Source: an optimization exercise on an open RTL-to-GDS flow (aim: small area). Production flows keep margins and buffers that such runs may drop. Where RTL was checked, it was by simulation tests only, not by an equivalence proof against the original. No driver is modelled on the clock port, so clock power and skew are understated where the tree is cut down; a real chip needs a root buffer or a tree. No activity file was given, so power comes from the tool's default toggle rates.

==> flow/design.v <==
`timescale 1ns / 1ps
module top_time_clock(
    input i_clk, i_reset, i_mode, i_onOff,
    input i_inc_hour, i_inc_min, i_clr_sec,
    output [7:0] o_font,
    output [3:0] o_digit
    );
    reg [2:0] r_q; reg r_t;         
    reg [2:0] r_s;                  
    reg [3:0] r_u;                  
    reg [3:0] r_cu, r_ct;           
    reg [5:0] r_sec, r_min;
    reg [4:0] r_hour;
    wire w = r_q[2] & ~r_q[1];
    wire tick = w & ~r_t;
    wire u9 = r_u[3] & r_u[0];
    wire cu9 = r_cu[3] & r_cu[0];
    wire ct9 = r_ct[3] & r_ct[0];
    wire s59 = r_sec[5] & r_sec[4] & r_sec[3] & r_sec[1] & r_sec[0];
    wire m59 = r_min[5] & r_min[4] & r_min[3] & r_min[1] & r_min[0];
    wire h23 = r_hour[4] & r_hour[2] & r_hour[1] & r_hour[0];
    wire cu_inc = tick & u9;
    wire ct_inc = cu_inc & cu9;
    wire s_inc = ct_inc & ct9;
    wire m_carry = s_inc & s59;
    wire m_inc = i_inc_min | m_carry;
    wire h_inc = i_inc_hour | (m_carry & m59);
    always @(posedge i_clk or posedge i_reset) begin
        if (i_reset) begin
            r_q <= 0; r_t <= 0; r_s <= 0; r_u <= 0; r_cu <= 0; r_ct <= 0;
            r_sec <= 0; r_min <= 0; r_hour <= 0;
        end else begin
            r_q <= {r_q[1:0], ~(r_q[1] | r_q[2])};
            if (w) r_t <= ~r_t;
            if (tick) r_s <= r_s + 3'd1;
            if (i_clr_sec) begin
                r_u <= 0; r_cu <= 0; r_ct <= 0; r_sec <= 0;
            end else begin
                if (tick) r_u <= u9 ? 4'd0 : r_u + 4'd1;
                if (cu_inc) r_cu <= cu9 ? 4'd0 : r_cu + 4'd1;
                if (ct_inc) r_ct <= ct9 ? 4'd0 : r_ct + 4'd1;
                if (s_inc) r_sec <= s59 ? 6'd0 : r_sec + 6'd1;
            end
            if (m_inc) r_min <= m59 ? 6'd0 : r_min + 6'd1;
            if (h_inc) r_hour <= h23 ? 5'd0 : r_hour + 5'd1;
        end
    end
    assign o_digit = ~(4'b0001 << r_s[1:0]);
    reg [5:0] x;
    always @(*) begin
        case ({i_mode, r_s[1]})
            2'b00: x = r_min;
            2'b01: x = {1'b0, r_hour};
            default: x = r_sec;
        endcase
    end
    function [3:0] a3; input [3:0] v; a3 = (v >= 4'd5) ? v + 4'd3 : v; endfunction
    wire [3:0] dd_a = a3({1'b0, x[5:3]});
    wire [3:0] dd_b = a3({dd_a[2:0], x[2]});
    wire [3:0] dd_c = a3({dd_b[2:0], x[1]});
    wire [3:0] ones = {dd_c[2:0], x[0]};
    wire [3:0] tens = {1'b0, dd_a[3], dd_b[3], dd_c[3]};
    wire [3:0] digit = (i_mode & ~r_s[1]) ? (r_s[0] ? r_ct : r_cu) : (r_s[0] ? tens : ones);
    reg [6:0] seg;
    always @(*) begin
        case (digit)
            4'd0: seg = 7'h40;
            4'd1: seg = 7'h79;
            4'd2: seg = 7'h24;
            4'd3: seg = 7'h30;
            4'd4: seg = 7'h19;
            4'd5: seg = 7'h12;
            4'd6: seg = 7'h02;
            4'd7: seg = 7'h78;
            4'd8: seg = 7'h00;
            default: seg = 7'h10;
        endcase
    end
    wire blank = i_onOff | r_s[2];
    assign o_font[6:0] = blank ? 7'h7f : seg;
    assign o_font[7] = ~(~i_onOff & (r_s == 3'd6) & (r_ct[3] | (r_ct[2] & (r_ct[1] | r_ct[0]))));
endmodule
==> flow/config.mk <==
export PLATFORM = sky130hd
export DESIGN_NAME = top_time_clock
export DESIGN_NICKNAME = top_time_clock
export VERILOG_FILES = /design/flow/design.v
export SDC_FILE = /design/flow/constraint.sdc
export NUM_CORES = 4
export LEC_CHECK = 0
export CAP_MARGIN = 20
export CORE_MARGIN = 2
export CORE_UTILIZATION = 40
export SLEW_MARGIN = 20
==> flow/constraint.sdc <==
create_clock -name core_clock -period 12.0 [get_ports {i_clk}]
set_input_delay 2.4000 -clock core_clock [delete_from_list [all_inputs] [get_ports {i_clk}]]
set_output_delay 2.4000 -clock core_clock [all_outputs]
set_load 0.01 [all_outputs]
standard.sh (not shown) runs the stock make flow with config.mk's settings and CLKGATE_MAP_FILE= SYNTH_SCRIPT=/design/flow/synth_recipe.tcl, a recipe that flattens the netlist after the stock synthesis.
==> flow/flow/run.sh <==
#!/bin/bash
# Own layout flow: the standard synthesis (standard.sh synth), then an area-oriented
# re-mapping of the combinational logic only (every register instance kept with its name
# and cell type), then the standard ORFS steps from floorplan to finish, with buf_1 port
# buffers and a small clock tree. Each tool writes its own log in this folder.
set -euo pipefail
source flow/params.sh
WORK=$PWD
RES=$WORK/orfs/results/$FLOW_PLATFORM/top_time_clock/base
export REMAP_LIB=$FLOW_HOME/platforms/$FLOW_PLATFORM/lib/sky130_fd_sc_hd__tt_025C_1v80.lib
export FLOW_TOP

bash standard.sh synth > 1_synth_standard.log 2>&1
cp $RES/1_2_yosys.v $WORK/synth_standard.v

for s in flow/abc_*.script; do
  n=$(basename $s .script)
  ( export REMAP_IN=$WORK/synth_standard.v REMAP_OUT=$WORK/remap_$n.v REMAP_SCRIPT=$WORK/$s
    timeout 900 yosys -c flow/remap.tcl > remap_$n.log 2>&1 || true ) &
  while (( $(jobs -r | wc -l) >= ${NUM_CORES:-4} )); do sleep 1; done
done
wait
best=""; best_area=""
for s in flow/abc_*.script; do
  n=$(basename $s .script)
  f=$WORK/remap_$n.v
  [[ -f $f.stat && -f $f ]] || continue
  a=$(awk '/Chip area/ {print $NF}' $f.stat)
  echo "$n $a" >> remap_areas.log
  if [[ -z "$best" ]] || awk "BEGIN{exit !($a < $best_area)}"; then best=$f; best_area=$a; fi
done
echo "best: $best $best_area" >> remap_areas.log
if [[ -n "$best" ]]; then
  cp $best $RES/1_2_yosys.v
  touch $RES/1_2_yosys.v
fi

bash standard.sh finish \
  "BUFFER_PORTS_ARGS=-buffer_cell sky130_fd_sc_hd__buf_1" \
  "CTS_ARGS=$CTS_ARGS" \
  "PRE_CTS_TCL=$PRE_CTS_TCL" \
  > 2_finish_standard.log 2>&1
Other scripts of this flow, unchanged in this note and not shown: flow/flow/abc_j1.script, flow/flow/abc_j2.script, flow/flow/abc_j3.script, flow/flow/abc_j4.script, flow/flow/abc_j5.script, flow/flow/abc_j6.script, flow/flow/abc_j7.script, flow/flow/abc_j8.script, flow/flow/abc_k1.script, flow/flow/cts_single.tcl, flow/flow/params.sh, flow/flow/remap.tcl
Change:
==> flow/design.v (replaced) <==
`timescale 1ns / 1ps
module top_time_clock(
    input i_clk, i_reset, i_mode, i_onOff,
    input i_inc_hour, i_inc_min, i_clr_sec,
    output [7:0] o_font,
    output [3:0] o_digit
    );
    reg [2:0] r_q; reg r_t;         
    reg [2:0] r_s;                  
    reg [3:0] r_u;                  
    reg [3:0] r_cu, r_ct;           
    reg [3:0] r_su; reg [2:0] r_st;  
    reg [5:0] r_min;
    reg [3:0] r_hu; reg [1:0] r_ht;   
    wire w = r_q[2] & ~r_q[1];
    wire tick = w & ~r_t;
    wire u9 = r_u[3] & r_u[0];
    wire cu9 = r_cu[3] & r_cu[0];
    wire ct9 = r_ct[3] & r_ct[0];
    wire su9 = r_su[3] & r_su[0];
    wire st5 = r_st[2] & r_st[0];
    wire m59 = r_min[5] & r_min[4] & r_min[3] & r_min[1] & r_min[0];
    wire hu9 = r_hu[3] & r_hu[0];
    wire h23 = r_ht[1] & r_hu[1] & r_hu[0];
    wire cu_inc = tick & u9;
    wire ct_inc = cu_inc & cu9;
    wire s_inc = ct_inc & ct9;
    wire st_inc = s_inc & su9;
    wire m_carry = st_inc & st5;
    wire m_inc = i_inc_min | m_carry;
    wire h_inc = i_inc_hour | (m_carry & m59);
    always @(posedge i_clk or posedge i_reset) begin
        if (i_reset) begin
            r_q <= 0; r_t <= 0; r_s <= 0; r_u <= 0; r_cu <= 0; r_ct <= 0;
            r_su <= 0; r_st <= 0; r_min <= 0; r_hu <= 0; r_ht <= 0;
        end else begin
            r_q <= {r_q[1:0], ~(r_q[1] | r_q[2])};
            if (w) r_t <= ~r_t;
            if (tick) r_s <= r_s + 3'd1;
            if (i_clr_sec) begin
                r_u <= 0; r_cu <= 0; r_ct <= 0; r_su <= 0; r_st <= 0;
            end else begin
                if (tick) r_u <= u9 ? 4'd0 : r_u + 4'd1;
                if (cu_inc) r_cu <= cu9 ? 4'd0 : r_cu + 4'd1;
                if (ct_inc) r_ct <= ct9 ? 4'd0 : r_ct + 4'd1;
                if (s_inc) r_su <= su9 ? 4'd0 : r_su + 4'd1;
                if (st_inc) r_st <= st5 ? 3'd0 : r_st + 3'd1;
            end
            if (m_inc) r_min <= m59 ? 6'd0 : r_min + 6'd1;
            if (h_inc) begin
                if (h23) begin
                    r_hu <= 0; r_ht <= 0;
                end else if (hu9) begin
                    r_hu <= 0; r_ht <= r_ht + 2'd1;
                end else begin
                    r_hu <= r_hu + 4'd1;
                end
            end
        end
    end
    assign o_digit = ~(4'b0001 << r_s[1:0]);
    wire [5:0] x = r_min;
    function [3:0] a3; input [3:0] v; a3 = (v >= 4'd5) ? v + 4'd3 : v; endfunction
    wire [3:0] dd_a = a3({1'b0, x[5:3]});
    wire [3:0] dd_b = a3({dd_a[2:0], x[2]});
    wire [3:0] dd_c = a3({dd_b[2:0], x[1]});
    wire [3:0] ones = {dd_c[2:0], x[0]};
    wire [3:0] tens = {1'b0, dd_a[3], dd_b[3], dd_c[3]};
    reg [3:0] digit;
    always @(*) begin
        case ({i_mode, r_s[1:0]})
            3'b100: digit = r_cu;
            3'b101: digit = r_ct;
            3'b110: digit = r_su;
            3'b111: digit = {1'b0, r_st};
            3'b010: digit = r_hu;
            3'b011: digit = {2'b00, r_ht};
            default: digit = r_s[0] ? tens : ones;
        endcase
    end
    reg [6:0] seg;
    always @(*) begin
        case (digit)
            4'd0: seg = 7'h40;
            4'd1: seg = 7'h79;
            4'd2: seg = 7'h24;
            4'd3: seg = 7'h30;
            4'd4: seg = 7'h19;
            4'd5: seg = 7'h12;
            4'd6: seg = 7'h02;
            4'd7: seg = 7'h78;
            4'd8: seg = 7'h00;
            default: seg = 7'h10;
        endcase
    end
    wire blank = i_onOff | r_s[2];
    assign o_font[6:0] = blank ? 7'h7f : seg;
    assign o_font[7] = ~(~i_onOff & (r_s == 3'd6) & (r_ct[3] | (r_ct[2] & (r_ct[1] | r_ct[0]))));
endmodule
Register-to-register slack is worse by 50 ps.
Fmax rises by 16%.
Total power rises by 5.7%.
Design area goes up by 7.5%.
Synthesized area rose by 7.1%.
Critical path depth shrinks by 7.
Wire length rose by 8.2%.
Worst setup slack improved by 1100 ps.
Cell count climbs by 13%.
Only the layout flow was run in the second run of this note; the RTL was not checked for function there. No run of this note takes its clock network from TritonCTS; it comes from the design's own scripts or RTL.

separate check: timing with driven ports:
The flow's constraints put no driver on any port. The routed layouts listed below were extracted and timed again, unchanged, in two steps. Step 1 (the two cells are an assumption about what drives the block):
set clk [get_ports {i_clk}]
set_driving_cell -lib_cell sky130_fd_sc_hd__clkbuf_16 $clk
set_driving_cell -lib_cell sky130_fd_sc_hd__buf_2 [delete_from_list [all_inputs] $clk]
Step 2 moves the port delays by t, midway between the first and last clock arrival at a register: inputs arrive t later, outputs are due t later. That takes back most of the time a late clock gives input paths. Three values: no drivers, after step 1, after step 2; two values: the first two.
| run | shift t [ns] | setup slack, ns | worst setup path at the end |
|---|---|---|---|
| the first run | 0.199 | 4.073 / 4.040 / 4.040 | input to output |
| the second run | 0.200 | 5.144 / 5.109 / 5.109 | input to output |
After both steps setup and hold are still met in every run listed. The setup slack of the second run, which loses most, moves by -0.035 ns with the drivers and by -0.035 ns with both steps.
